From an optimization exercise on the open Yosys and OpenROAD flow, aimed at small area and a short achievable clock period; shortcuts taken in it are not production practice. Only the layout flow was run in this run; the RTL was not checked for function there. Power is estimated from default activity; no workload was simulated.

## run.sh

```bash
#!/bin/bash
# synth_recipe.tcl (not shown) runs the flow's synth.tcl, then flattens the netlist and writes it again
# the make line also repeats each setting of config.mk as NAME=value (left out here)
make -C /OpenROAD-flow-scripts/flow DESIGN_CONFIG=/design/flow/config.mk WORK_HOME=/design/flow/orfs CLKGATE_MAP_FILE= SYNTH_SCRIPT=/design/flow/synth_recipe.tcl finish
```

## config.mk

```make
export PLATFORM = sky130hd
export DESIGN_NAME = mips
export DESIGN_NICKNAME = mips
export VERILOG_FILES = /design/flow/design.v
export SDC_FILE = /design/flow/constraint.sdc
export NUM_CORES = 4
export LEC_CHECK = 0
export CAP_MARGIN = 20
export CORE_MARGIN = 2
export CORE_UTILIZATION = 40
export SETUP_SLACK_MARGIN = 3.0
export SLEW_MARGIN = 20
export SYNTH_HIERARCHICAL = 1
export SYNTH_MINIMUM_KEEP_SIZE = 0
```

## constraint.sdc

```tcl
create_clock -name core_clock -period 11.5 [get_ports {clk}]
set_input_delay 2.3000 -clock core_clock [delete_from_list [all_inputs] [get_ports {clk}]]
set_output_delay 2.3000 -clock core_clock [all_outputs]
set_load 0.01 [all_outputs]
```

## design.v

```verilog
module aoi222(input a0, b0, a1, b1, a2, b2, output y);
    assign y = ~((a0 & b0) | (a1 & b1) | (a2 & b2));
endmodule
module nand2c(input a, b, output y);
    assign y = ~(a & b);
endmodule
module nand4c(input a, b, c, d, output y);
    assign y = ~(a & b & c & d);
endmodule
module or3c(input a, b, c, output y);
    assign y = a | b | c;
endmodule
module rdbit(input [31:1] sel, input [31:1] d, output y);
    wire [10:0] n;
    genvar g;
    generate
        for (g = 0; g < 10; g = g + 1) begin : a
            aoi222 u(.a0(sel[3*g+1]), .b0(d[3*g+1]), .a1(sel[3*g+2]), .b1(d[3*g+2]),
                     .a2(sel[3*g+3]), .b2(d[3*g+3]), .y(n[g]));
        end
    endgenerate
    nand2c u31(.a(sel[31]), .b(d[31]), .y(n[10]));
    wire p0, p1, p2;
    nand4c o0(.a(n[0]), .b(n[1]), .c(n[2]),  .d(n[3]),  .y(p0));
    nand4c o1(.a(n[4]), .b(n[5]), .c(n[6]),  .d(n[7]),  .y(p1));
    nand4c o2(.a(n[8]), .b(n[9]), .c(n[10]), .d(1'b1),  .y(p2));
    or3c   o3(.a(p0), .b(p1), .c(p2), .y(y));
endmodule
module ALU(
    input      [31:0] a, b,
    input      [5:0]  f,
    input             rtype,      
    input             sub,        
    input      [4:0]  sh,         
    output     [31:0] y,
    output            eq          
);
    wire [31:0] bx  = b ^ {32{sub}};
    wire [31:0] sum = a + bx + {31'b0, sub};
    wire        lt  = (a[31] ^ b[31]) ? a[31] : sum[31];
    wire [31:0] x  = a ^ b;
    wire [31:0] o  = a | b;
    wire [31:0] lg = f[1] ? (f[0] ? ~o : x) : (f[0] ? o : (a & b));
    assign eq = ~|x;
    wire        right = f[1];
    wire [31:0] br;
    genvar g;
    generate
        for (g = 0; g < 32; g = g + 1) begin : rev
            assign br[g] = right ? b[g] : b[31-g];
        end
    endgenerate
    wire        fill = f[0] & b[31];
    wire [31:0] s0 = sh[0] ? {fill,       br[31:1]}  : br;
    wire [31:0] s1 = sh[1] ? {{2{fill}},  s0[31:2]}  : s0;
    wire [31:0] s2 = sh[2] ? {{4{fill}},  s1[31:4]}  : s1;
    wire [31:0] s3 = sh[3] ? {{8{fill}},  s2[31:8]}  : s2;
    wire [31:0] s4 = sh[4] ? {{16{fill}}, s3[31:16]} : s3;
    wire [31:0] sl;
    generate
        for (g = 0; g < 32; g = g + 1) begin : rev2
            assign sl[g] = s4[31-g];
        end
    endgenerate
    wire is_sh  = rtype & ~f[5];
    wire is_lg  = rtype & f[5] & f[2];
    wire is_slt = rtype & f[5] & f[3];
    wire is_ar  = ~rtype | (f[5] & ~f[3] & ~f[2]);
    assign y = ({32{is_ar}}           & sum)
             | ({32{is_lg}}           & lg)
             | ({31'b0, is_slt & lt})
             | ({32{is_sh &  right}}  & s4)
             | ({32{is_sh & ~right}}  & sl);
endmodule
module mips(
    input         clk, reset,
    output [31:0] pc,
    input  [31:0] instr,
    output        memwrite,
    output [31:0] aluout, writedata,
    input  [31:0] readdata
);
    wire [5:0] op = instr[31:26];
    wire [5:0] fn = instr[5:0];
    wire rtype = (op == 6'b000000);
    wire lw    = (op == 6'b100011);
    wire sw    = (op == 6'b101011);
    wire beq   = (op == 6'b000100);
    wire addi  = (op == 6'b001000);
    wire jmp   = (op == 6'b000010);
    assign memwrite = sw;
    wire regwrite = rtype | lw | addi;
    wire [31:0] rs, rt;
    wire [4:0]  wa = rtype ? instr[15:11] : instr[20:16];
    wire [31:0] wd = lw ? readdata : aluout;
    reg  [31*32-1:0] rf;    
    wire [31:1] s1, s2;
    genvar g, b;
    generate
        for (g = 1; g < 32; g = g + 1) begin : regs
            always @(posedge clk)
                if (regwrite && wa == g) rf[(g-1)*32 +: 32] <= wd;
            assign s1[g] = (instr[25:21] == g);
            assign s2[g] = (instr[20:16] == g);
        end
        for (b = 0; b < 32; b = b + 1) begin : rd
            wire [31:1] col;
            for (g = 1; g < 32; g = g + 1) begin : c
                assign col[g] = rf[(g-1)*32 + b];
            end
            rdbit r1(.sel(s1), .d(col), .y(rs[b]));
            rdbit r2(.sel(s2), .d(col), .y(rt[b]));
        end
    endgenerate
    assign writedata = rt;
    wire [31:0] simm = {{16{instr[15]}}, instr[15:0]};
    wire [31:0] srcb = rtype | beq ? rt : simm;
    wire        sub  = beq | (rtype & fn[1]);
    wire [4:0]  sh   = fn[2] ? rs[4:0] : instr[10:6];
    wire        eq;
    ALU alu(.a(rs), .b(srcb), .f(fn), .rtype(rtype), .sub(sub), .sh(sh),
            .y(aluout), .eq(eq));
    reg  [31:2] pcr;
    wire [31:2] pcp4 = pcr + 30'd1;
    wire [31:2] pcbr = pcr + simm[29:0] + 30'd1;
    wire [31:2] pcn  = jmp ? {pcp4[31:28], instr[25:0]} :
                       (beq & eq) ? pcbr : pcp4;
    always @(posedge clk or posedge reset)
        if (reset) pcr <= 30'b0;
        else       pcr <= pcn;
    assign pc = {pcr, 2'b00};
endmodule
```

==> run notes <==
Outcome = no timing/DRC/antenna violations
Kind of critical path = input pin to output port
Sequential-to-total area share from yosys stat = 60.1%
Worst-path maximum fanout = 6
Port bufs = 160
Final setup fails = 0
Most frequent cells in the layout = edfxtp_1 (992), a222oi_1 (640), buf_4 (362)
Avg Cell Area, Syn = 13.5 um2
Leakage power = 21.9 nW
Period minus WS final = 9.61 ns
RSZ-0062 raised after global routing = true
Final instance area = 0.0646 mm2
Multi-input logic area = 0.0219 mm2
Hold slack = 0.661 ns
Crit share post-route = 83.6%
GRT Overall Usage = 32.3%
Post-Route WL = 218 mm
Nets = 4588
Vias = 43.6k
Initial DRC Count = 10.2k
Rows = 130
Clock skew = 0.0393 ns
Seq cells post-synth = 1022
R2r startpoint = rf[391]
Yosys top cell by area = edfxtp_1
Post-DR vias/cell = 7.10
DRC = 0
Die area = 0.130 mm2
Highest clock rate = 104 MHz
CP max stage cell = or3_4
CP endpoint kind = output port
Clock buffer depth = 3
Setup_tns = 0 ns
Worst hold path type = flip-flop to flip-flop
Largest net degree at the start of global routing = 73
Routability congestion estimate = 0.995
ANT nets after route = 0
FILL cells = 10.6k
Top delay family on crit path = compound AO/OA/AOI/OAI gates
Final Max Slew Viols = 0
Synth Cell Area = 0.0508 mm2
First-pass GRT wire length = 303 mm
CP arrival = 7.31 ns
Worst Tran Pin Value = 1.14 ns
Register Area = 0.0305 mm2
Async S/R FF share, synth = 2.94%
Worst rel slew slack = 23.9%
Number of synthesized flops with an enable pin = 992
Detailed Place HPWL = 140 mm
CP cell instances = buf_12 > buf_8 > nand2b_4 > nor3_4 > buf_6 > buf_12 > a222oi_1 > nand4_1 > or3_4 > mux2_4 > xor2_1 > ha_2 > nand2_2 > o211ai_1 > a211oi_2 > buf_4 > nor2_4 > a221o_1 > a21oi_2 > mux2_4 > o221ai_4 > buf_6 > buf_6
Largest cells by area after synthesis = edfxtp_1 (59%), a222oi_1 (13%), ha_1 (3.1%), nand4_1 (2.6%), nand2_1 (1.6%)
H-tree depth = 3
Clk latency of the worst-skew pair = 0.72 ns
CTS tree = built
Nature of the critical path startpoint = input pin
Routed len/inst = 35.5 um
Num ports = 163
Worst-path clk slew = 0.06 ns
Data required time of the worst path = 9.20 ns
Grt total ovfl = 0
DRT Pass-1 Iters = 12
Placement Setup Slack = 0.193 ns
Buffers & Inverters on Critical Path = 7
Layout cells sized above 1 = 26.2%
Number of global-route vias before repair = 40.9k
Total CTS buffers = 105
Overall power = 0.0109 W
Peak supply drop = 0.000113 V
Final Hold Fails = 0
Placed Area = 0.0562 mm2
Yosys cell types = 96
Most frequent cell on the critical path = buf_6
Area delta synth->final = 27.0%
Final worst slack = 1.89 ns
Hold Crit Start = pcr[29]
R2R setup slack = 5.52 ns
Antenna violations before repair = 8
Initial Util = 40.4%
Die Y = 361 um
Critical Path Start = instr[17]
Crit path largest cell delay = 0.53 ns
Core area = 0.126 mm2
Max-cap violation count = 0
Commonest non-fill, non-tap cell in the layout = edfxtp_1
Main synth FF type = edfxtp_1
Cells after Synth = 3773
Pwr/cell area = 169 mW/mm2
Ys Warns = 7
Die width = 361 um
Total clock sinks = 1022
Share of the synthesized area in the top cell type = 58.6%
Clk root buf = clkbuf_16
## cells by family after synthesis
logic type / after synthesis / share of synthesized area, %
AO/OA/AOI/OAI: 1151 / 19.0
flip-flops: 1022 / 60.1
AND/OR/NAND/NOR: 895 / 8.84
buffers and inverters: 242 / 2.02
multiplexers: 167 / 4.66
adder cells (fa/ha/maj): 127 / 3.15
XOR/XNOR: 104 / 1.79
other: 65 / 0.480
## metrics by stage
stage	std cells	util [%]
after floorplan	3774	-
after global placement	5631	44.7
after detailed placement	5631	44.7
after CTS	6092	50.7
after global routing	6132	51.3
final	6140	51.3
## tightest hold or removal path: stages (launching register included)
cell     delay (ns)
dfrtp_1        0.41
xor2_1         0.10
o32ai_2        0.11
## worst paths after layout
check	cells after the start	to
setup / recovery	23	aluout[29]
hold / removal	2	pcr[29]
setup reg to reg	19	rf[412]
hold reg to reg	2	pcr[29]
max in group asynchronous	3	pcr[27]
min in group asynchronous	3	pcr[29]
## state kept, by name (all words and copies together) (netlist names)
register / count
pcr: 30
rf: 992
## per-layer routing
metal	up-vias	track usage (%)	wire length, um
met5	-	0	35
met4	6	17.1	13900
met3	640	8.61	31100
met2	3626	47.7	92700
met1	21600	43.4	80600
li1	17800	-	-
## per-module statistics from Yosys, one instance, submodules excluded
module / copies in the design / area [um2]
nand4c: 192 / 6.26
nand2c: 64 / 3.75
mips: 1 / 34900
rdbit: 64 / 3.75
or3c: 64 / 6.26
aoi222: 640 / 10.0
ALU: 1 / 7450
## synthesized netlist by cell type, types with 33 or more instances
cell type and instances:
clkbuf_1 75, mux2i_1 63, xor2_1 51, xnor2_1 53
o22ai_1 35, nand4_1 209, conb_1 65, nand3_1 42
mux2_2 58, a222oi_1 640, nand2_1 222, o21ai_0 120
a21o_1 33, inv_1 115, ha_1 125, a21oi_1 134
nor2_1 205, edfxtp_1 992, nor3_1 39, or3_1 75
## cell type report
type                    count  share of cell area [%]
flip-flops and latches   1022                    47.3
multi-input cells        2522                    34.0
repair buffers            626                    9.07
clock buffers             113                    4.15
well taps                1650                    3.20
clock inverters            81                    1.57
inverters                 118                   0.701
diodes                      8                  0.0310
## timing repair
| action | in CTS | in global routing |
|---|---|---|
| hold buffers | 0 | 0 |
| pin swaps | 262 | 101 |
| resized for setup | 598 | 79 |
| setup buffers | 253 | 39 |
| setup endpoints to repair | 205 | 32 |
| gates cloned | 14 | 1 |
## report_power, final
| part | internal, W | switching (W) | leakage, nW | total, W |
|---|---|---|---|---|
| Combinational | 0.000958 | 0.00172 | 10.9 | 0.00267 |
| Sequential | 0.00452 | 0.0000643 | 9.28 | 0.00458 |
| Clock | 0.00214 | 0.00150 | 1.79 | 0.00364 |
| Total | 0.00762 | 0.00328 | 21.9 | 0.0109 |

==> port drivers added, routing unchanged <==
No port has a modelled driver above. Below, the same layout with a new extraction and two added sets of constraints. Step 1 assumes that a clkbuf_16 drives the clock port and a buf_2 every other input. Step 2 adds t to the input delays and takes it off the output delays; t is the mean of the earliest and latest rising clock arrival at the registers after step 1. Input paths then give back, and output paths get back, about the clock's delay inside the block. Three values: no drivers, after step 1, after step 2; two values: the first two.
t (ns): 0.791
setup slack, ns: 1.888 / 1.796 / 1.796
worst setup path at the end: input to output
After both steps this run still meets setup and hold. For this run, drivers alone change the setup slack by -0.092 ns; drivers and shift together by -0.092 ns.
